Source: an optimization exercise on an open RTL-to-GDS flow (aim: small area and a short achievable clock period). Production flows keep margins and buffers that such runs may drop.
No run shown here included a check of the RTL's function; only the layout flow was run.
No activity file was given, so power comes from the tool's default toggle rates.

===== flow/flow/run.sh =====
#!/bin/bash
# The standard layout, with the port buffers that buffer_ports inserts made
# sky130_fd_sc_hd__buf_1 instead of the cell it picks on its own.
set -euo pipefail
bash standard.sh BUFFER_PORTS_ARGS="-buffer_cell sky130_fd_sc_hd__buf_1" finish > standard_make.log 2>&1

===== flow/standard.sh =====
#!/bin/bash
# synth_recipe.tcl (not shown) runs the flow's synth.tcl, then flattens the netlist and writes it again
# the make line also repeats each setting of config.mk as NAME=value (left out here)
make -C /OpenROAD-flow-scripts/flow DESIGN_CONFIG=/design/flow/config.mk WORK_HOME=/design/flow/orfs CLKGATE_MAP_FILE= SYNTH_SCRIPT=/design/flow/synth_recipe.tcl "${@:-finish}"

===== flow/config.mk =====
export PLATFORM = sky130hd
export DESIGN_NAME = BLOCK_ULA_OPS
export DESIGN_NICKNAME = BLOCK_ULA_OPS
export VERILOG_FILES = /design/flow/design.v
export SDC_FILE = /design/flow/constraint.sdc
export NUM_CORES = 4
export LEC_CHECK = 0
export CAP_MARGIN = 20
export CORE_MARGIN = 2
export CORE_UTILIZATION = 40
export SETUP_SLACK_MARGIN = 1.0
export SLEW_MARGIN = 20
export SYNTH_HIERARCHICAL = 1

===== flow/constraint.sdc =====
create_clock -name core_clock -period 11.0 [get_ports {clk}]
set_input_delay 2.2000 -clock core_clock [delete_from_list [all_inputs] [get_ports {clk}]]
set_output_delay 2.2000 -clock core_clock [all_outputs]
set_load 0.01 [all_outputs]

===== flow/design.v =====
module ULA_FA (input a, input b, input c, output s, output co);
    assign s = a ^ b ^ c;
    assign co = (a & b) | (a & c) | (b & c);
endmodule
module BLOCK_ULA_OPS #(
    parameter DATA_WIDTH = 8,
    parameter ADDR_WIDTH = 12,
    parameter ULA_WIDTH = 24
    ) (
        input clk,
        input [(ADDR_WIDTH-1):0] MUX_REG1_IN,                    
        input [(DATA_WIDTH-1):0] REG1_IN,
        input [(DATA_WIDTH-1):0] MUX_REG2_IN_0,  
        input [(ADDR_WIDTH-1):0] MUX_REG2_IN_1,  
        input [(ADDR_WIDTH-1):0] MUX_REG2_IN_2,  
        input [(DATA_WIDTH-1):0] REG2_IN,
        output wire [(ULA_WIDTH-1):0] ULA_OUT,
        output reg REG_COMP_OUT,
        output reg REG_OVERFLOW_OUT,
        input [1:0] SEL_MUX1,
        input [1:0] SEL_MUX2,
        input CTRL_REG_OP1, CTRL_REG_OP2,
        input CTRL_REG_OVERFLOW, CTRL_REG_COMP,
        input [3:0] SEL_ULA
    );
reg [(DATA_WIDTH-1):0] REG1_OUT, REG2_OUT;
    always @ (posedge clk)  
    begin
        if(CTRL_REG_OP1)
            REG1_OUT <= REG1_IN;
    end
    always @ (posedge clk)  
    begin
        if(CTRL_REG_OP2)
            REG2_OUT <= REG2_IN;
    end
    wire ahi = (SEL_MUX1 == 2'b01);
    wire [11:0] a12 = (SEL_MUX1 == 2'b00) ? 12'h000 :
                      (SEL_MUX1 == 2'b01) ? 12'hFFF :
                      (SEL_MUX1 == 2'b10) ? MUX_REG1_IN :
                                            {4'h0, REG1_OUT};
    wire [11:0] b12 = (SEL_MUX2 == 2'b00) ? MUX_REG2_IN_2 :
                      (SEL_MUX2 == 2'b01) ? MUX_REG2_IN_1 :
                      (SEL_MUX2 == 2'b10) ? {4'h0, MUX_REG2_IN_0} :
                                            {4'h0, REG2_OUT};
    wire op_mul = (SEL_ULA == 4'd2);
    wire op_cmp = (SEL_ULA == 4'd9) || (SEL_ULA == 4'd10) || (SEL_ULA == 4'd11);
    wire op_brow = (SEL_ULA == 4'd0) || (SEL_ULA == 4'd1) || (SEL_ULA == 4'd6) ||
                   (SEL_ULA == 4'd7) || (SEL_ULA == 4'd8) || op_cmp;
    wire [11:0] am = ({12{op_mul}} & a12) | {11'h000, op_brow};
    reg [11:0] x;
    reg cin;
    always @* begin
        cin = 1'b0;
        case (SEL_ULA)
            4'd0, 4'd4:  x = a12;
            4'd1, 4'd12: begin x = ~a12; cin = (SEL_ULA == 4'd1); end
            4'd5:        x = b12;
            4'd6:        x = 12'hFFF;
            4'd7:        begin x = 12'h000; cin = 1'b1; end
            4'd8:        x = 12'hAAA;
            4'd9, 4'd10, 4'd11: begin x = ~a12; cin = 1'b1; end
            4'd13:       x = a12 & b12;
            4'd14:       x = a12 | b12;
            4'd15:       x = a12 ^ b12;
            default:     x = 12'h000;
        endcase
    end
    wire [11:0] ppn [0:11];
    genvar gi, gj;
    generate for (gi = 0; gi < 12; gi = gi + 1) begin : g_pp
        for (gj = 0; gj < 12; gj = gj + 1) begin : g_ppj
            if (gj == 1 && gi < 11)
                assign ppn[gi][gj] = ~((b12[gi] & am[gj]) | x[gi + 1]);
            else
                assign ppn[gi][gj] = ~(b12[gi] & am[gj]);
        end
    end endgenerate
    wire [11:0] xn = ~x;
    wire cinn = ~cin;
    wire ts_1, tc_2, ts_3, tc_4, ts_5, tc_6, ts_7, tc_8, ts_9, tc_10, ts_11, tc_12, ts_13, tc_14, ts_15, tc_16, ts_17, tc_18, ts_19, tc_20, ts_21, tc_22, ts_23, tc_24, ts_25, tc_26, ts_27, tc_28, ts_29, tc_30, ts_31, tc_32, ts_33, tc_34, ts_35, tc_36, ts_37, tc_38, ts_39, tc_40, ts_43, tc_44, ts_45, tc_46, ts_49, tc_50, ts_51, tc_52, ts_55, tc_56, ts_57, tc_58, ts_61, tc_62, ts_63, tc_64, ts_65, tc_66, ts_67, tc_68, ts_69, tc_70, ts_71, tc_72, ts_73, tc_74, ts_75, tc_76, ts_77, tc_78, ts_79, tc_80, ts_81, tc_82, ts_83, tc_84, ts_85, tc_86, ts_87, tc_88, ts_89, tc_90, ts_91, tc_92, ts_95, tc_96, ts_99, tc_100, ts_103, tc_104, ts_105, tc_106, ts_107, tc_108, ts_109, tc_110, ts_111, tc_112, ts_113, tc_114, ts_115, tc_116, ts_117, tc_118, ts_119, tc_120, ts_121, tc_122, ts_123, tc_124, ts_125, tc_126, ts_127, tc_128, ts_129, tc_130, ts_131, tc_132, ts_133, tc_134, ts_135, tc_136, ts_137, tc_138, ts_139, tc_140, ts_141, tc_142, ts_143, tc_144, ts_145, tc_146, ts_147, tc_148, ts_149, tc_150, ts_151, tc_152, ts_153, tc_154, ts_155, tc_156, ts_157, tc_158, ts_159, tc_160, ts_161, tc_162, ts_163, tc_164, ts_165, tc_166, ts_167, tc_168, ts_169, tc_170, ts_171, tc_172, ts_173, tc_174, ts_175, tc_176, ts_177, tc_178, ts_179, tc_180, ts_181, tc_182, ts_185, tc_186, ts_193, tc_194, ts_195, tc_196, ts_197, tc_198, ts_199, tc_200, ts_201, tc_202, ts_203, tc_204, ts_205, tc_206, ts_207, tc_208, ts_209, tc_210, ts_211, tc_212, ts_213, tc_214, ts_215, tc_216, ts_217, tc_218, ts_219, tc_220, ts_221, tc_222, ts_223, tc_224, ts_41, tc_42, ts_47, tc_48, ts_53, tc_54, ts_59, tc_60, ts_93, tc_94, ts_97, tc_98, ts_101, tc_102, ts_183, tc_184, ts_187, tc_188, ts_189, tc_190, ts_191, tc_192;
    ULA_FA fa0 (.a(ppn[0][9]), .b(ppn[1][8]), .c(ppn[2][7]), .s(ts_1), .co(tc_2));
    ULA_FA fa1 (.a(ppn[0][10]), .b(ppn[1][9]), .c(ppn[2][8]), .s(ts_3), .co(tc_4));
    ULA_FA fa2 (.a(ppn[3][7]), .b(ppn[4][6]), .c(ppn[5][5]), .s(ts_5), .co(tc_6));
    ULA_FA fa3 (.a(ppn[0][11]), .b(ppn[1][10]), .c(ppn[2][9]), .s(ts_7), .co(tc_8));
    ULA_FA fa4 (.a(ppn[3][8]), .b(ppn[4][7]), .c(ppn[5][6]), .s(ts_9), .co(tc_10));
    ULA_FA fa5 (.a(ppn[6][5]), .b(ppn[7][4]), .c(ppn[8][3]), .s(ts_11), .co(tc_12));
    ULA_FA fa6 (.a(ppn[1][11]), .b(ppn[2][10]), .c(ppn[3][9]), .s(ts_13), .co(tc_14));
    ULA_FA fa7 (.a(ppn[4][8]), .b(ppn[5][7]), .c(ppn[6][6]), .s(ts_15), .co(tc_16));
    ULA_FA fa8 (.a(ppn[7][5]), .b(ppn[8][4]), .c(ppn[9][3]), .s(ts_17), .co(tc_18));
    ULA_FA fa9 (.a(ppn[2][11]), .b(ppn[3][10]), .c(ppn[4][9]), .s(ts_19), .co(tc_20));
    ULA_FA fa10 (.a(ppn[5][8]), .b(ppn[6][7]), .c(ppn[7][6]), .s(ts_21), .co(tc_22));
    ULA_FA fa11 (.a(ppn[3][11]), .b(ppn[4][10]), .c(ppn[5][9]), .s(ts_23), .co(tc_24));
    ULA_FA fa12 (.a(ppn[0][6]), .b(ppn[1][5]), .c(ppn[2][4]), .s(ts_25), .co(tc_26));
    ULA_FA fa13 (.a(ppn[0][7]), .b(ppn[1][6]), .c(ppn[2][5]), .s(ts_27), .co(tc_28));
    ULA_FA fa14 (.a(ppn[3][4]), .b(ppn[4][3]), .c(ppn[5][2]), .s(ts_29), .co(tc_30));
    ULA_FA fa15 (.a(ppn[0][8]), .b(ppn[1][7]), .c(ppn[2][6]), .s(ts_31), .co(tc_32));
    ULA_FA fa16 (.a(ppn[3][5]), .b(ppn[4][4]), .c(ppn[5][3]), .s(ts_33), .co(tc_34));
    ULA_FA fa17 (.a(ppn[6][2]), .b(ppn[8][0]), .c(ppn[7][1]), .s(ts_35), .co(tc_36));
    ULA_FA fa18 (.a(ppn[3][6]), .b(ppn[4][5]), .c(ppn[5][4]), .s(ts_37), .co(tc_38));
    ULA_FA fa19 (.a(ppn[6][3]), .b(ppn[7][2]), .c(ppn[9][0]), .s(ts_39), .co(tc_40));
    ULA_FA fa20 (.a(ppn[6][4]), .b(ppn[7][3]), .c(ppn[8][2]), .s(ts_43), .co(tc_44));
    ULA_FA fa21 (.a(ppn[10][0]), .b(ppn[9][1]), .c(tc_2), .s(ts_45), .co(tc_46));
    ULA_FA fa22 (.a(ppn[9][2]), .b(ppn[11][0]), .c(ppn[10][1]), .s(ts_49), .co(tc_50));
    ULA_FA fa23 (.a(tc_4), .b(tc_6), .c(ts_7), .s(ts_51), .co(tc_52));
    ULA_FA fa24 (.a(ppn[10][2]), .b(ppn[11][1]), .c(tc_8), .s(ts_55), .co(tc_56));
    ULA_FA fa25 (.a(tc_10), .b(tc_12), .c(ts_13), .s(ts_57), .co(tc_58));
    ULA_FA fa26 (.a(ppn[8][5]), .b(ppn[9][4]), .c(ppn[10][3]), .s(ts_61), .co(tc_62));
    ULA_FA fa27 (.a(ppn[11][2]), .b(tc_14), .c(tc_16), .s(ts_63), .co(tc_64));
    ULA_FA fa28 (.a(tc_18), .b(ts_19), .c(ts_21), .s(ts_65), .co(tc_66));
    ULA_FA fa29 (.a(ppn[6][8]), .b(ppn[7][7]), .c(ppn[8][6]), .s(ts_67), .co(tc_68));
    ULA_FA fa30 (.a(ppn[9][5]), .b(ppn[10][4]), .c(ppn[11][3]), .s(ts_69), .co(tc_70));
    ULA_FA fa31 (.a(tc_20), .b(tc_22), .c(ts_23), .s(ts_71), .co(tc_72));
    ULA_FA fa32 (.a(ppn[4][11]), .b(ppn[5][10]), .c(ppn[6][9]), .s(ts_73), .co(tc_74));
    ULA_FA fa33 (.a(ppn[7][8]), .b(ppn[8][7]), .c(ppn[9][6]), .s(ts_75), .co(tc_76));
    ULA_FA fa34 (.a(ppn[10][5]), .b(ppn[11][4]), .c(tc_24), .s(ts_77), .co(tc_78));
    ULA_FA fa35 (.a(ppn[5][11]), .b(ppn[6][10]), .c(ppn[7][9]), .s(ts_79), .co(tc_80));
    ULA_FA fa36 (.a(ppn[8][8]), .b(ppn[9][7]), .c(ppn[10][6]), .s(ts_81), .co(tc_82));
    ULA_FA fa37 (.a(ppn[6][11]), .b(ppn[7][10]), .c(ppn[8][9]), .s(ts_83), .co(tc_84));
    ULA_FA fa38 (.a(ppn[0][4]), .b(ppn[1][3]), .c(ppn[2][2]), .s(ts_85), .co(tc_86));
    ULA_FA fa39 (.a(ppn[0][5]), .b(ppn[1][4]), .c(ppn[2][3]), .s(ts_87), .co(tc_88));
    ULA_FA fa40 (.a(ppn[3][2]), .b(ppn[5][0]), .c(ppn[4][1]), .s(ts_89), .co(tc_90));
    ULA_FA fa41 (.a(ppn[3][3]), .b(ppn[4][2]), .c(ppn[6][0]), .s(ts_91), .co(tc_92));
    ULA_FA fa42 (.a(ppn[7][0]), .b(ppn[6][1]), .c(tc_26), .s(ts_95), .co(tc_96));
    ULA_FA fa43 (.a(tc_28), .b(tc_30), .c(ts_31), .s(ts_99), .co(tc_100));
    ULA_FA fa44 (.a(tc_32), .b(tc_34), .c(tc_36), .s(ts_103), .co(tc_104));
    ULA_FA fa45 (.a(ts_37), .b(ts_39), .c(ts_41), .s(ts_105), .co(tc_106));
    ULA_FA fa46 (.a(tc_38), .b(tc_40), .c(ts_43), .s(ts_107), .co(tc_108));
    ULA_FA fa47 (.a(ts_45), .b(tc_42), .c(ts_47), .s(ts_109), .co(tc_110));
    ULA_FA fa48 (.a(tc_44), .b(ts_49), .c(tc_46), .s(ts_111), .co(tc_112));
    ULA_FA fa49 (.a(tc_48), .b(ts_51), .c(ts_53), .s(ts_113), .co(tc_114));
    ULA_FA fa50 (.a(tc_50), .b(ts_55), .c(tc_52), .s(ts_115), .co(tc_116));
    ULA_FA fa51 (.a(tc_54), .b(ts_57), .c(ts_59), .s(ts_117), .co(tc_118));
    ULA_FA fa52 (.a(ts_61), .b(tc_56), .c(tc_58), .s(ts_119), .co(tc_120));
    ULA_FA fa53 (.a(tc_60), .b(ts_63), .c(ts_65), .s(ts_121), .co(tc_122));
    ULA_FA fa54 (.a(tc_62), .b(ts_67), .c(ts_69), .s(ts_123), .co(tc_124));
    ULA_FA fa55 (.a(tc_64), .b(tc_66), .c(ts_71), .s(ts_125), .co(tc_126));
    ULA_FA fa56 (.a(tc_68), .b(tc_70), .c(ts_73), .s(ts_127), .co(tc_128));
    ULA_FA fa57 (.a(ts_75), .b(ts_77), .c(tc_72), .s(ts_129), .co(tc_130));
    ULA_FA fa58 (.a(ppn[11][5]), .b(tc_74), .c(tc_76), .s(ts_131), .co(tc_132));
    ULA_FA fa59 (.a(ts_79), .b(ts_81), .c(tc_78), .s(ts_133), .co(tc_134));
    ULA_FA fa60 (.a(ppn[9][8]), .b(ppn[10][7]), .c(ppn[11][6]), .s(ts_135), .co(tc_136));
    ULA_FA fa61 (.a(tc_80), .b(tc_82), .c(ts_83), .s(ts_137), .co(tc_138));
    ULA_FA fa62 (.a(ppn[7][11]), .b(ppn[8][10]), .c(ppn[9][9]), .s(ts_139), .co(tc_140));
    ULA_FA fa63 (.a(ppn[10][8]), .b(ppn[11][7]), .c(tc_84), .s(ts_141), .co(tc_142));
    ULA_FA fa64 (.a(ppn[8][11]), .b(ppn[9][10]), .c(ppn[10][9]), .s(ts_143), .co(tc_144));
    ULA_FA fa65 (.a(ppn[0][3]), .b(ppn[1][2]), .c(ppn[3][0]), .s(ts_145), .co(tc_146));
    ULA_FA fa66 (.a(ppn[4][0]), .b(ppn[3][1]), .c(ts_85), .s(ts_147), .co(tc_148));
    ULA_FA fa67 (.a(tc_86), .b(ts_87), .c(ts_89), .s(ts_149), .co(tc_150));
    ULA_FA fa68 (.a(tc_88), .b(tc_90), .c(ts_91), .s(ts_151), .co(tc_152));
    ULA_FA fa69 (.a(tc_92), .b(ts_95), .c(tc_94), .s(ts_153), .co(tc_154));
    ULA_FA fa70 (.a(tc_96), .b(tc_98), .c(ts_99), .s(ts_155), .co(tc_156));
    ULA_FA fa71 (.a(tc_100), .b(ts_103), .c(tc_102), .s(ts_157), .co(tc_158));
    ULA_FA fa72 (.a(tc_104), .b(ts_107), .c(tc_106), .s(ts_159), .co(tc_160));
    ULA_FA fa73 (.a(tc_108), .b(ts_111), .c(tc_110), .s(ts_161), .co(tc_162));
    ULA_FA fa74 (.a(tc_112), .b(ts_115), .c(tc_114), .s(ts_163), .co(tc_164));
    ULA_FA fa75 (.a(tc_116), .b(ts_119), .c(tc_118), .s(ts_165), .co(tc_166));
    ULA_FA fa76 (.a(ts_123), .b(tc_120), .c(tc_122), .s(ts_167), .co(tc_168));
    ULA_FA fa77 (.a(tc_124), .b(ts_127), .c(ts_129), .s(ts_169), .co(tc_170));
    ULA_FA fa78 (.a(tc_128), .b(ts_131), .c(ts_133), .s(ts_171), .co(tc_172));
    ULA_FA fa79 (.a(ts_135), .b(tc_132), .c(ts_137), .s(ts_173), .co(tc_174));
    ULA_FA fa80 (.a(tc_136), .b(ts_139), .c(ts_141), .s(ts_175), .co(tc_176));
    ULA_FA fa81 (.a(ppn[11][8]), .b(tc_140), .c(ts_143), .s(ts_177), .co(tc_178));
    ULA_FA fa82 (.a(ppn[9][11]), .b(ppn[10][10]), .c(ppn[11][9]), .s(ts_179), .co(tc_180));
    ULA_FA fa83 (.a(ppn[0][0]), .b(xn[0]), .c(cinn), .s(ts_181), .co(tc_182));
    ULA_FA fa84 (.a(ppn[0][2]), .b(ppn[2][0]), .c(ppn[1][1]), .s(ts_185), .co(tc_186));
    ULA_FA fa85 (.a(tc_150), .b(ts_151), .c(ts_93), .s(ts_193), .co(tc_194));
    ULA_FA fa86 (.a(tc_152), .b(ts_97), .c(ts_153), .s(ts_195), .co(tc_196));
    ULA_FA fa87 (.a(ts_101), .b(tc_154), .c(ts_155), .s(ts_197), .co(tc_198));
    ULA_FA fa88 (.a(tc_156), .b(ts_105), .c(ts_157), .s(ts_199), .co(tc_200));
    ULA_FA fa89 (.a(tc_158), .b(ts_109), .c(ts_159), .s(ts_201), .co(tc_202));
    ULA_FA fa90 (.a(ts_113), .b(tc_160), .c(ts_161), .s(ts_203), .co(tc_204));
    ULA_FA fa91 (.a(ts_117), .b(tc_162), .c(ts_163), .s(ts_205), .co(tc_206));
    ULA_FA fa92 (.a(ts_121), .b(tc_164), .c(ts_165), .s(ts_207), .co(tc_208));
    ULA_FA fa93 (.a(ts_125), .b(tc_166), .c(ts_167), .s(ts_209), .co(tc_210));
    ULA_FA fa94 (.a(tc_126), .b(tc_168), .c(ts_169), .s(ts_211), .co(tc_212));
    ULA_FA fa95 (.a(tc_130), .b(ts_171), .c(tc_170), .s(ts_213), .co(tc_214));
    ULA_FA fa96 (.a(tc_134), .b(ts_173), .c(tc_172), .s(ts_215), .co(tc_216));
    ULA_FA fa97 (.a(tc_138), .b(ts_175), .c(tc_174), .s(ts_217), .co(tc_218));
    ULA_FA fa98 (.a(tc_142), .b(ts_177), .c(tc_176), .s(ts_219), .co(tc_220));
    ULA_FA fa99 (.a(tc_144), .b(ts_179), .c(tc_178), .s(ts_221), .co(tc_222));
    ULA_FA fa100 (.a(ppn[10][11]), .b(ppn[11][10]), .c(tc_180), .s(ts_223), .co(tc_224));
    ULA_FA ha0 (.a(ppn[8][1]), .b(ts_1), .c(1'b1), .s(ts_41), .co(tc_42));
    ULA_FA ha1 (.a(ts_3), .b(ts_5), .c(1'b1), .s(ts_47), .co(tc_48));
    ULA_FA ha2 (.a(ts_9), .b(ts_11), .c(1'b1), .s(ts_53), .co(tc_54));
    ULA_FA ha3 (.a(ts_15), .b(ts_17), .c(1'b1), .s(ts_59), .co(tc_60));
    ULA_FA ha4 (.a(ppn[5][1]), .b(ts_25), .c(1'b1), .s(ts_93), .co(tc_94));
    ULA_FA ha5 (.a(ts_27), .b(ts_29), .c(1'b1), .s(ts_97), .co(tc_98));
    ULA_FA ha6 (.a(ts_33), .b(ts_35), .c(1'b1), .s(ts_101), .co(tc_102));
    ULA_FA ha7 (.a(ppn[1][0]), .b(ppn[0][1]), .c(1'b1), .s(ts_183), .co(tc_184));
    ULA_FA ha8 (.a(ppn[2][1]), .b(ts_145), .c(1'b1), .s(ts_187), .co(tc_188));
    ULA_FA ha9 (.a(tc_146), .b(ts_147), .c(1'b1), .s(ts_189), .co(tc_190));
    ULA_FA ha10 (.a(tc_148), .b(ts_149), .c(1'b1), .s(ts_191), .co(tc_192));
    wire [23:0] row1 = {1'b1, tc_224, tc_222, tc_220, tc_218, tc_216, tc_214, tc_212, tc_210, tc_208, tc_206, tc_204, tc_202, tc_200, tc_198, tc_196, tc_194, tc_192, tc_190, tc_188, tc_186, tc_184, tc_182, ts_181};
    wire [23:0] row2 = {1'b1, ppn[11][11], ts_223, ts_221, ts_219, ts_217, ts_215, ts_213, ts_211, ts_209, ts_207, ts_205, ts_203, ts_201, ts_199, ts_197, ts_195, ts_193, ts_191, ts_189, ts_187, ts_185, ts_183, 1'b1};
    wire [23:0] cp = row1 ^ row2;
    wire [23:0] cg = row1 & row2;
    wire ag1 = cg[1] | (cp[1] & (cg[0] | cp[0]));
    wire ag2 = cg[2] | (cp[2] & ag1);
    wire ag3 = cg[3] | (cp[3] & ag2);
    wire ag4 = cg[4] | (cp[4] & ag3);
    wire ag5 = cg[6] | (cp[6] & cg[5]);
    wire ap5 = cp[6] & cp[5];
    wire ag6 = cg[8] | (cp[8] & cg[7]);
    wire ap6 = cp[8] & cp[7];
    wire ag7 = cg[10] | (cp[10] & cg[9]);
    wire ap7 = cp[10] & cp[9];
    wire ag8 = cg[12] | (cp[12] & cg[11]);
    wire ap8 = cp[12] & cp[11];
    wire ag9 = cg[14] | (cp[14] & cg[13]);
    wire ap9 = cp[14] & cp[13];
    wire ag10 = cg[16] | (cp[16] & cg[15]);
    wire ap10 = cp[16] & cp[15];
    wire ag11 = cg[18] | (cp[18] & cg[17]);
    wire ap11 = cp[18] & cp[17];
    wire ag12 = cg[20] | (cp[20] & cg[19]);
    wire ap12 = cp[20] & cp[19];
    wire ag13 = cg[22] | (cp[22] & cg[21]);
    wire ap13 = cp[22] & cp[21];
    wire ag14 = ag5 | (ap5 & ag4);
    wire ag15 = ag7 | (ap7 & ag6);
    wire ap15 = ap7 & ap6;
    wire ag16 = ag9 | (ap9 & ag8);
    wire ap16 = ap9 & ap8;
    wire ag17 = ag11 | (ap11 & ag10);
    wire ap17 = ap11 & ap10;
    wire ag18 = ag13 | (ap13 & ag12);
    wire ap18 = ap13 & ap12;
    wire ag19 = ag15 | (ap15 & ag14);
    wire ag20 = ag17 | (ap17 & ag16);
    wire ap20 = ap17 & ap16;
    wire ag21 = ag20 | (ap20 & ag19);
    wire ag22 = ag16 | (ap16 & ag19);
    wire ag23 = ag18 | (ap18 & ag21);
    wire ag24 = ag6 | (ap6 & ag14);
    wire ag25 = ag8 | (ap8 & ag19);
    wire ag26 = ag10 | (ap10 & ag22);
    wire ag27 = ag12 | (ap12 & ag21);
    wire ag28 = cg[5] | (cp[5] & ag4);
    wire ag29 = cg[7] | (cp[7] & ag14);
    wire ag30 = cg[9] | (cp[9] & ag24);
    wire ag31 = cg[11] | (cp[11] & ag19);
    wire ag32 = cg[13] | (cp[13] & ag25);
    wire ag33 = cg[15] | (cp[15] & ag22);
    wire ag34 = cg[17] | (cp[17] & ag26);
    wire ag35 = cg[19] | (cp[19] & ag21);
    wire ag36 = cg[21] | (cp[21] & ag27);
    wire ag37 = cg[23] | (cp[23] & ag23);
    wire [23:0] res;
    assign res[0] = cp[0];
    assign res[1] = ~(cp[1] ^ (cg[0] | cp[0]));
    assign res[2] = ~(cp[2] ^ ag1);
    assign res[3] = ~(cp[3] ^ ag2);
    assign res[4] = ~(cp[4] ^ ag3);
    assign res[5] = ~(cp[5] ^ ag4);
    assign res[6] = ~(cp[6] ^ ag28);
    assign res[7] = ~(cp[7] ^ ag14);
    assign res[8] = ~(cp[8] ^ ag29);
    assign res[9] = ~(cp[9] ^ ag24);
    assign res[10] = ~(cp[10] ^ ag30);
    assign res[11] = ~(cp[11] ^ ag19);
    assign res[12] = ~(cp[12] ^ ag31);
    assign res[13] = ~(cp[13] ^ ag25);
    assign res[14] = ~(cp[14] ^ ag32);
    assign res[15] = ~(cp[15] ^ ag22);
    assign res[16] = ~(cp[16] ^ ag33);
    assign res[17] = ~(cp[17] ^ ag26);
    assign res[18] = ~(cp[18] ^ ag34);
    assign res[19] = ~(cp[19] ^ ag21);
    assign res[20] = ~(cp[20] ^ ag35);
    assign res[21] = ~(cp[21] ^ ag27);
    assign res[22] = ~(cp[22] ^ ag36);
    assign res[23] = ~(cp[23] ^ ag23);
    wire hf = ((SEL_ULA == 4'd0) || (SEL_ULA == 4'd4) || (SEL_ULA == 4'd14) || (SEL_ULA == 4'd15)) ? ahi :
              ((SEL_ULA == 4'd1) || (SEL_ULA == 4'd12)) ? ~ahi :
              (SEL_ULA == 4'd6);
    wire ha = (SEL_ULA == 4'd8);
    wire mneg = op_mul & ahi;
    wire keep = ~hf & ~op_cmp & ~mneg;
    wire bnz = |b12;
    wire [11:0] hi = ({12{keep}} & res[23:12]) | {12{hf & ~res[12]}} |
                     ({12{ha}} & 12'hAAA) | {12{mneg & bnz}};
    wire [11:0] lo = res[11:0] & {12{~op_cmp}};
    assign ULA_OUT = {hi, lo};
    wire zl = ~|res[11:0];
    wire c12 = res[12];
    wire comp = (SEL_ULA == 4'd9)  ? (~ahi & zl) :
                (SEL_ULA == 4'd10) ? (ahi | ~c12) :
                (SEL_ULA == 4'd11) ? (~ahi & c12 & ~zl) :
                1'b0;
    wire ovf = ((SEL_ULA == 4'd0) || (SEL_ULA == 4'd2)) && (|ULA_OUT[23:8]);
    always @ (posedge clk)   
    begin
        if(CTRL_REG_COMP)
            REG_COMP_OUT <= comp;
    end
    always @ (posedge clk)  
    begin
        if(CTRL_REG_OVERFLOW)
            REG_OVERFLOW_OUT <= ovf;
    end
endmodule

==> results.toml, run 1 <==
[status]
outcome = "no timing/DRC/antenna violations"

[power]
vdd_drop_max_v = 0.0000836
p_per_area_nw_per_um2 = 117
power_leakage_nw = 2.72
design_power_w = 0.000976

[layout]
fin_cells = 1079
antenna-diode-count = 0
signed_area_change_from_the_synthesized_netlist_to_the_final_layout_pct = 31.3
drive_above_1_share_pct = 25.4
num-fill-cells = 1472
layout.nets = 1104

[synth]
number_of_storage_elements_in_the_synthesis_netlist = 18
synth_most_common_cell = "nand2_1"
synth.cells.most_frequent = "nand2_1, fa_1, nor2_1, ha_1, inv_1"
synth_sequential_area_ratio_pct = 8.52
prevailing_post_synth_register_cell = "edfxtp_1"
synth.avg_cell_area_sq_um = 9.13
synth_largest_area_cell = "fa_1"
synth_enable_flop_cells = 18
synth_top_cells_by_area = "fa_1, nand2_1, edfxtp_1, ha_1, mux2i_1"
ys_warn_count = 7
synth_top_area_share_pct = 39.1
async_reset_ff_share_pct = 0
synthesized_instance_count = 695
netlist_area_sq_um = 6350
post_synth_num_cell_types = 55

[sta]
max_freq_mhz = 99.9
fin_skew_ns = 0.00436
rsz0062_at_grt = "true"
slew-limit-headroom_pct = 42.0
finalWorstPathRequiredPeriod_ns = 10.01
fin_tns_setup_ns = 0
final-max-slew-violation-count = 0
hold_viol = 0
timing_worst_slew_pin_value_ns = 0.867
total_of_endpoints_with_negative_setup_slack_in_the_final_report = 0
final.period_utilization_pct = 91.0
timing.final.ws_setup_ns = 0.988

[detailed_routing]
drt-wirelength-per-cell_microns = 18.3
via_count_of_the_routed_design = 5833
drt-initial-drc-count = 560
detail-route-antenna-nets = 0
route.final.wire_length_mm = 19.8
dr_vias_cell = 5.41
remaining_drc_errors = 0
dr.pass1.iters = 5

[place]
globalplace.congestion = 0.896
portBuffers = 98
dp_cells = 1012
hpwl_mm = 14.6
post_place_setup_slack_ns = 0.167

[critical_path]
worstReg2RegEnd = "REG_OVERFLOW_OUT"
r2r_worst_path_depth = 21
worst-setup-path-type = "in2out"
r2r_start = "REG2_OUT[0]"
critPathCaptureType = "output pin"
timing.critical_path.fanout_max = 7
startpoint_type = "input port"
reg2reg_slack_ns = 4.47
timing.critical_path.arrival_ns = 7.81
required_ns = 8.80

[grt]
grt_pass1_wl_mm = 32.0
first_global_vias = 6208
gr-usage-met3_pct = 3.49
grt.busiest_layer = "met2"
grt_overflow = 0
gr-usage-met2_pct = 41.7
largest_net_degree_at_the_start_of_global_routing = 28
globalRouteTotalUtil_pct = 24.4
grt_antenna_before_repair = 0
gr-usage-met1_pct = 33.8

[floorplan]
io_pins = 99
die_x_microns = 130
core_area_sq_um = 15700
floorplan.initialDensity_pct = 40.4
die_h_microns = 130
rows = 46
design.die.area_sq_um = 16900

[clock_tree]
clkSinkCount = 18
clock_pin_transition_on_the_worst_setup_and_hold_timing_paths_ns = 0.06
cts-htree-levels = 1
cell_at_the_root_of_the_clock_tree = "clkbuf_16"
clock_path_buffers = 2
clk_latency_ns = 0.25
cts_tree = "done"
tritoncts_buffer_count = 3
cts.hold.buffers_added = 0

[hold_path]
min-delay-start = "REG2_OUT[6]"
worstHoldPathCells = 6
holdCritPathClass = "reg2reg"
whs_endpoint = "REG_OVERFLOW_OUT"

[job]
drv_cap = 0
[stage by stage]
stage	area [sq um]	hold slack, ns	util, %
after floorplan	6440	1.20	-
after global placement	7190	1.52	45.7
after detailed placement	7190	1.51	45.7
after CTS	8010	1.53	51.0
after global routing	8340	1.61	53.1
final	8340	1.55	53.1
[per-module statistics from Yosys (local to each module, per instance)]
module	cells	copies in the design
BLOCK_ULA_OPS	583	1
ULA_FA	1	112
[critical path: stages]
cell,delay [ns]
buf_12,0.09
buf_8,0.12
mux4_2,0.54
inv_2,0.09
ha_4,0.20
mux2i_1,0.13
o22a_1,0.22
nor2_4,0.06
a2111oi_4,0.32
fa_1,0.50
fa_1,0.47
fa_1,0.59
ha_4,0.22
a21o_1,0.16
a21oi_2,0.17
nand2_2,0.09
a31o_4,0.23
fa_2,0.38
xor2_2,0.17
nand3_1,0.10
a2bb2oi_2,0.19
o31ai_4,0.13
nor2_4,0.25
o21ai_2,0.08
buf_2,0.14
[cells by family (layout without fill, tap and decap cells)]
| family | count (synthesis) | after routing | share of synthesized area [%] |
|---|---|---|---|
| other cells | 1 | 11 | 0.0591 |
| flops | 18 | 18 | 8.52 |
| mux | 30 | 31 | 6.31 |
| xor+xnor | 11 | 11 | 1.52 |
| compound gates | 119 | 119 | 12.4 |
| simple gates | 260 | 260 | 18.0 |
| fa+ha+maj | 167 | 167 | 47.6 |
| buf+inv | 89 | 246 | 5.58 |
[worst max-delay path by stage]
| stage | startpoint | endpoint | slack, ns |
|---|---|---|---|
| after floorplan | SEL_ULA[0] | ULA_OUT[13] | 1.01 |
| after global placement | SEL_MUX1[0] | ULA_OUT[22] | 0.25 |
| after detailed placement | SEL_MUX1[0] | ULA_OUT[22] | 0.17 |
| after CTS | SEL_MUX2[0] | ULA_OUT[22] | 0.99 |
| after global routing | SEL_MUX2[0] | ULA_OUT[22] | 0.77 |
| final | SEL_MUX2[0] | ULA_OUT[19] | 0.99 |
[cells in the final DEF (no fill, tap or decap), types with 13 or more instances in the layout]
cell type  count
nand2b_1      13
inv_1         34
fa_1         112
buf_4         89
edfxtp_1      18
o21ai_1       17
nand2_1      150
nor2_1        41
ha_1          37
mux2i_1       22
buf_1         82
[registers in the layout, indices dropped and copies added (netlist names)]
| signal | flops |
|---|---|
| REG1_OUT | 8 |
| REG2_OUT | 8 |
| REG_COMP_OUT | 1 |
| REG_OVERFLOW_OUT | 1 |
[layer usage]
layer | vias up | part of all wire [%]
met4 | 0 | 0.95
met5 | - | 0
li1 | 2661 | -
met1 | 2909 | 43
met3 | 28 | 6.1
met2 | 235 | 50
[what timing repair did]
item                                    in CTS  in global routing
pin swaps                                   37                 45
setup buffers                               38                 23
gates resized for setup                     85                 42
endpoints found under the setup margin      12                 12
gates cloned                                 2                  0
[layout make-up]
class                      instances  area, sq um  share of cell area (%)
clock buffer                       3         75.1                   0.900
multi-input combinational        599         6000                    72.0
clock inverter                     1         3.75                  0.0450
sequential                        18          541                    6.48
inverter                          42          158                    1.89
tap                              216          270                    3.24
timing repair buffer             200         1290                    15.5
[report_power, final]
part / switching (W) / leakage [nW] / internal, W
Sequential: 0.00000156 / 0.178 / 0.0000819
Combinational: 0.000444 / 2.51 / 0.000375
Clock: 0.0000250 / 0.0385 / 0.0000483
Total: 0.000471 / 2.72 / 0.000505
==> run 2: changes to the inputs <==
--- a/flow/config.mk
+++ b/flow/config.mk
@@ -8,6 +8,6 @@
 export CAP_MARGIN = 20
 export CORE_MARGIN = 2
 export CORE_UTILIZATION = 40
-export SETUP_SLACK_MARGIN = 1.0
+export GPL_TIMING_DRIVEN = 0
 export SLEW_MARGIN = 20
 export SYNTH_HIERARCHICAL = 1
==> results.toml, run 2 <==
[hold_path]
worstHoldPathCells = 6
holdCritPathClass = "reg2reg"
min-delay-start = "REG2_OUT[7]"
whs_endpoint = "REG_OVERFLOW_OUT"

[sta]
fin_tns_setup_ns = 0
timing_worst_slew_pin_value_ns = 0.775
max_freq_mhz = 93.0
finalWorstPathRequiredPeriod_ns = 10.76
worst_hold_slack_ns = 1.45
final.period_utilization_pct = 97.8
fin_skew_ns = 0.00257
total_of_endpoints_with_negative_setup_slack_in_the_final_report = 0
timing.final.ws_setup_ns = 0.244
slew-limit-headroom_pct = 48.3
hold_viol = 0
final-max-slew-violation-count = 0

[grt]
grt_pass1_wl_mm = 30.4
grt_overflow = 0
globalRouteTotalUtil_pct = 23.5
first_global_vias = 5716
grt_antenna_before_repair = 0
largest_net_degree_at_the_start_of_global_routing = 17

[critical_path]
critPathCaptureType = "output pin"
r2r_worst_path_depth = 24
worst-setup-path-type = "in2out"
worstReg2RegEnd = "REG_OVERFLOW_OUT"
r2r_start = "REG2_OUT[5]"
required_ns = 8.80
timing.critical_path.fanout_max = 10
timing.critical_path.arrival_ns = 8.56
startpoint_type = "input port"
reg2reg_slack_ns = 3.89

[floorplan]
core_area_sq_um = 15700
rows = 46
die_x_microns = 130
io_pins = 99
die_h_microns = 130
floorplan.initialDensity_pct = 40.4
design.die.area_sq_um = 16900

[synth]
ys_warn_count = 7
synth_sequential_area_ratio_pct = 8.52
synthesized_instance_count = 695
synth_top_cells_by_area = "fa_1, nand2_1, edfxtp_1, ha_1, mux2i_1"
netlist_area_sq_um = 6350
synth_most_common_cell = "nand2_1"
prevailing_post_synth_register_cell = "edfxtp_1"
post_synth_num_cell_types = 55
synth_top_area_share_pct = 39.1
async_reset_ff_share_pct = 0
synth_largest_area_cell = "fa_1"
synth_enable_flop_cells = 18
number_of_storage_elements_in_the_synthesis_netlist = 18
synth.avg_cell_area_sq_um = 9.13
synth.cells.most_frequent = "nand2_1, fa_1, nor2_1, ha_1, inv_1"

[place]
globalplace.congestion = 0.921
detailed_place.area_sq_um = 7020
portBuffers = 96
post_place_setup_slack_ns = -1.65
hpwl_mm = 15.0

[power]
vdd_drop_max_v = 0.000126
p_per_area_nw_per_um2 = 110
power_leakage_nw = 2.22

[detailed_routing]
via_count_of_the_routed_design = 5494
drt-wirelength-per-cell_microns = 17.9
drt-initial-drc-count = 431
remaining_drc_errors = 0
detail-route-antenna-nets = 0
dr.pass1.iters = 7
dr_vias_cell = 5.35
route.final.wire_length_mm = 18.4

[layout]
antenna-diode-count = 0
drive_above_1_share_pct = 9.88
layout.nets = 1051
layout_commonest_cell = "nand2_1"
num-fill-cells = 1567
regArea_sq_um = 541
layout.cell_area.non_filler_sq_um = 7320
finish.utilization_pct = 46.6
final_cell_mix = "nand2_1, fa_1, buf_1"
reg.largest.list = "REG1_OUT: 8 flops, REG2_OUT: 8 flops"
signed_area_change_from_the_synthesized_netlist_to_the_final_layout_pct = 15.3
multi_input_combinational_cell_area_sq_um = 5620

[clock_tree]
cts-htree-levels = 1
clock_path_buffers = 2
cell_at_the_root_of_the_clock_tree = "clkbuf_16"
cts_tree = "done"
clock_pin_transition_on_the_worst_setup_and_hold_timing_paths_ns = 0.05
tritoncts_buffer_count = 3
clkSinkCount = 18
clk_latency_ns = 0.26
cts.hold.buffers_added = 0

[job]
drv_cap = 0

[status]
outcome = "no timing/DRC/antenna violations"
[run 2: worst max-delay path by stage]
stage	start	end	cells after the start
2_1_floorplan	SEL_MUX2[0]	ULA_OUT[13]	25
3_3_place_gp	SEL_MUX2[1]	ULA_OUT[15]	26
3_5_place_dp	SEL_MUX2[1]	ULA_OUT[15]	26
4_1_cts	SEL_MUX2[0]	ULA_OUT[15]	26
5_1_grt	SEL_ULA[0]	ULA_OUT[17]	25
6_report	SEL_MUX2[0]	ULA_OUT[15]	26
[run 2: power breakdown]
group	internal, W	total, W	switching [W]
Clock	0.0000485	0.0000762	0.0000277
Sequential	0.0000818	0.0000829	0.00000106
Combinational	0.000249	0.000644	0.000395
Total	0.000379	0.000804	0.000424
[run 2: layout make-up]
type | count | share of cell area [%]
Clock inverter | 1 | 0.0513
Buffer | 46 | 3.35
Clock buffer | 3 | 1.03
Timing Repair Buffer | 102 | 5.54
Tap cell | 216 | 3.69
Multi-Input combinational cell | 598 | 76.8
Inverter | 42 | 2.15
Sequential cell | 18 | 7.39
[run 2: per-module statistics from Yosys, one instance, submodules excluded]
module / flops+latches / times used / cell area (sq um) / cells inside
BLOCK_ULA_OPS: 18 / 1 / 4110 / 583
ULA_FA: 0 / 112 / 20.0 / 1
[run 2: cell families after synthesis]
kind of cell    Yosys count  synth area share, %
other cells               1               0.0591
simple gates            260                 18.0
buf+inv                  89                 5.58
mux                      30                 6.31
xor+xnor                 11                 1.52
fa+ha+maj               167                 47.6
compound gates          119                 12.4
flops                    18                 8.52
[run 2: through the flow]
step                      total power (W)  cells
after floorplan                  0.000477    705
after global placement           0.000669   1017
after detailed placement         0.000675   1017
after CTS                        0.000790   1021
after global routing             0.000880   1026
final                            0.000804   1026
[run 2: critical path, cell delays in order]
cell       delay (ns)
buf_6            0.11
buf_6            0.16
mux4_2           0.57
clkbuf_4         0.25
inv_2            0.07
ha_1             0.22
mux2i_1          0.14
o22a_1           0.15
nor2_1           0.06
a2111oi_4        0.41
fa_1             0.50
fa_1             0.57
fa_1             0.47
ha_1             0.31
a21o_1           0.16
a21oi_1          0.24
nand2_1          0.13
a31o_2           0.28
fa_2             0.41
xor2_4           0.20
nand3_1          0.10
a2bb2oi_1        0.26
o31ai_4          0.18
nor2_4           0.18
o21ai_1          0.09
buf_1            0.14
[run 2: per-layer routing]
| metal | vias to the layer above | GRT usage (%) | routed length (microns) |
|---|---|---|---|
| met3 | 25 | 3.44 | 1120 |
| met2 | 196 | 39.2 | 8730 |
| met5 | - | 0 | 0 |
| met4 | 0 | 5.44 | 390 |
| met1 | 2718 | 32.6 | 8160 |
| li1 | 2555 | - | - |
[run 2: repair_timing]
action,CTS,global route
setup endpoints to repair,14,11
gates resized for setup,31,48
setup buffers,1,5
pin swaps,1,2
==> run 3: changes to the inputs <==
--- a/flow/config.mk
+++ b/flow/config.mk
@@ -7,7 +7,7 @@
 export LEC_CHECK = 0
 export CAP_MARGIN = 20
 export CORE_MARGIN = 2
-export CORE_UTILIZATION = 40
-export GPL_TIMING_DRIVEN = 0
+export CORE_UTILIZATION = 65
+export PLACE_DENSITY = 0.75
 export SLEW_MARGIN = 20
 export SYNTH_HIERARCHICAL = 1
==> results.toml, run 3 <==
[status]
outcome = "no timing/DRC/antenna violations"

[grt]
largest_net_degree_at_the_start_of_global_routing = 28
grt_pass1_wl_mm = 29.1
grt.busiest_layer = "met2"
grt_overflow = 0
first_global_vias = 5955
gr-usage-met2_pct = 62.6
gr-usage-met3_pct = 6.31
grt_antenna_before_repair = 0
gr-usage-met1_pct = 47.2
globalRouteTotalUtil_pct = 36.3

[layout]
antenna-diode-count = 0
signed_area_change_from_the_synthesized_netlist_to_the_final_layout_pct = 12.4
layout.nets = 1042
fin_cells = 934
layout_commonest_cell = "nand2_1"
drive_above_1_share_pct = 9.86
finish.utilization_pct = 74.0
reg.largest.list = "REG1_OUT: 8 flops, REG2_OUT: 8 flops"
final_cell_mix = "nand2_1, fa_1, buf_1"

[sta]
rsz0062_at_grt = "false"
total_of_endpoints_with_negative_setup_slack_in_the_final_report = 0
fin_skew_ns = 0.00404
max_freq_mhz = 93.3
slew-limit-headroom_pct = 45.2
finalWorstPathRequiredPeriod_ns = 10.72
hold_viol = 0
fin_tns_setup_ns = 0
worst_hold_slack_ns = 1.47
final.period_utilization_pct = 97.4
final-max-slew-violation-count = 0
timing_worst_slew_pin_value_ns = 0.819

[floorplan]
design.die.area_sq_um = 10600
io_pins = 99
die_x_microns = 103
floorplan.initialDensity_pct = 65.8
core_area_sq_um = 9640
die_h_microns = 103
rows = 36

[clock_tree]
tritoncts_buffer_count = 3
clk_latency_ns = 0.25
cell_at_the_root_of_the_clock_tree = "clkbuf_8"
post-cts-setup-buffers = 0
clock_pin_transition_on_the_worst_setup_and_hold_timing_paths_ns = 0.07
cts.hold.buffers_added = 0
cts_tree = "done"
clock_path_buffers = 2
cts-htree-levels = 1
clkSinkCount = 18
postCtsResizedCells = 1

[synth]
synthesized_instance_count = 695
synth.cells.most_frequent = "nand2_1, fa_1, nor2_1, ha_1, inv_1"
prevailing_post_synth_register_cell = "edfxtp_1"
synth_most_common_cell = "nand2_1"
number_of_storage_elements_in_the_synthesis_netlist = 18
ys_warn_count = 7
synth_top_cells_by_area = "fa_1, nand2_1, edfxtp_1, ha_1, mux2i_1"
synth_top_area_share_pct = 39.1
synth_enable_flop_cells = 18
post_synth_num_cell_types = 55
synth_largest_area_cell = "fa_1"
synth.avg_cell_area_sq_um = 9.13
async_reset_ff_share_pct = 0
netlist_area_sq_um = 6350
synth_sequential_area_ratio_pct = 8.52

[power]
power_leakage_nw = 2.23
p_per_area_nw_per_um2 = 102
vdd_drop_max_v = 0.000124
design_power_w = 0.000726

[detailed_routing]
drt-wirelength-per-cell_microns = 19.3
detail-route-antenna-nets = 0
route.final.wire_length_mm = 18.0
drt-initial-drc-count = 457
via_count_of_the_routed_design = 5690
dr.pass1.iters = 6
dr_vias_cell = 6.09
remaining_drc_errors = 0

[critical_path]
critPathCaptureType = "output pin"
required_ns = 8.80
timing.critical_path.arrival_ns = 8.52
timing.critical_path.fanout_max = 16
startpoint_type = "input port"
worst-setup-path-type = "in2out"

[place]
portBuffers = 98
globalplace.congestion = 1.00
hpwl_mm = 14.7
dp_cells = 930

[job]
drv_cap = 0

[hold_path]
holdCritPathClass = "reg2reg"
run 3: stage by stage:
| step | instance area, sq um | worst slack [ns] |
|---|---|---|
| after global placement | 7030 | 0.0705 |
| after CTS | 7080 | 0.0797 |
| after floorplan | 6380 | 0.621 |
| final | 7130 | 0.283 |
| after global routing | 7130 | 0.00991 |
| after detailed placement | 7040 | -0.0946 |
run 3: per-layer routing:
| layer | routed length, microns | vias up | share of wire (%) |
|---|---|---|---|
| li1 | - | 2531 | - |
| met3 | 1340 | 44 | 7.4 |
| met4 | 430 | 0 | 2.4 |
| met5 | 0 | - | 0 |
| met1 | 7120 | 2838 | 39 |
| met2 | 9150 | 277 | 51 |
run 3: path summary, 6_finish.rpt:
kind / start / endpoint / slack, ns / cells past startpoint
worst min register to register: REG2_OUT[0] / REG_OVERFLOW_OUT / 1.47 / 5
worst min-delay path: REG2_OUT[0] / REG_OVERFLOW_OUT / 1.47 / 5
worst max-delay path: SEL_ULA[1] / ULA_OUT[22] / 0.28 / 20
worst max register to register: REG2_OUT[7] / REG_OVERFLOW_OUT / 4.01 / 25
run 3: area by class of cell:
cell class                      count  area [sq um]
Sequential cell                    18           541
Multi-Input combinational cell    598          5540
Clock buffer                        3          41.3
Inverter                           42           158
Clock inverter                      1          3.75
Fill cell                         773          2510
Timing Repair Buffer              139           686
Tap cell                          133           166
run 3: modules after synthesis, one instance, submodules excluded:
| module | cells inside | cell area [sq um] | times used | flops+latches |
|---|---|---|---|---|
| BLOCK_ULA_OPS | 583 | 4110 | 1 | 18 |
| ULA_FA | 1 | 20.0 | 112 | 0 |
run 3: power by group:
group | total (W) | switching [W] | internal [W]
Combinational | 0.000596 | 0.000360 | 0.000237
Clock | 0.0000465 | 0.0000217 | 0.0000248
Sequential | 0.0000831 | 0.00000133 | 0.0000818
Total | 0.000726 | 0.000383 | 0.000343
run 3: cells by family (layout without fill, tap and decap cells):
kind of cell	after synthesis	count (layout)	share of synthesized area, %
buffers and inverters	89	185	5.58
AOI/OAI and AO/OA	119	119	12.4
and+or+nand+nor	260	260	18.0
DFF	18	18	8.52
adders and majority gates	167	167	47.6
xor gates and xnor gates	11	11	1.52
other	1	11	0.0591
muxes	30	30	6.31
run 3: worst max-delay path: stages:
cell and delay, ns:
clkdlybuf4s15_1 0.58, nand2_1 0.39, nor2_1 0.38, nand2_1 0.14
fa_1 0.53, fa_1 0.50, fa_1 0.47, fa_1 0.53
fa_1 0.44, ha_1 0.40, a21oi_2 0.28, o21a_1 0.14
o22ai_1 0.08, a211oi_2 0.22, inv_1 0.11, a31o_1 0.24
fa_1 0.37, xor2_1 0.26, o21ai_1 0.09, buf_1 0.15

port drivers added, routing unchanged:
How much do the figures lean on ideal ports? The routed layouts below were timed once more, with nothing changed but the port constraints. Step 1: set_driving_cell puts a clkbuf_16 on clk and a buf_2 on each other input, an assumption about the parent block. Step 2 times the ports against the registers' clock, not the clock port: input delays grow and output delays shrink by t, the midpoint of the rising clock arrivals with the driver on. Three values: ideal, step 1, step 2; two values: the first two.
run	t (ns)	setup WS [ns]	worst hold slack (ns)	clock arrival spread, ns	cell pins on the clock port's net
run 1	0.277	0.988 / 0.925 / 0.925	1.549 / 1.549 / 1.549	0.004 / 0.004	1
run 2	0.292	0.244 / 0.203 / 0.203	1.448 / 1.448 / 1.448	0.003 / 0.002	1
run 3	0.276	0.283 / 0.255 / 0.255	1.467 / 1.467 / 1.467	0.004 / 0.004	1
After both steps every run listed still meets setup and hold. The setup slack of run 1, which loses most, moves by -0.063 ns with the drivers and by -0.063 ns with both steps.
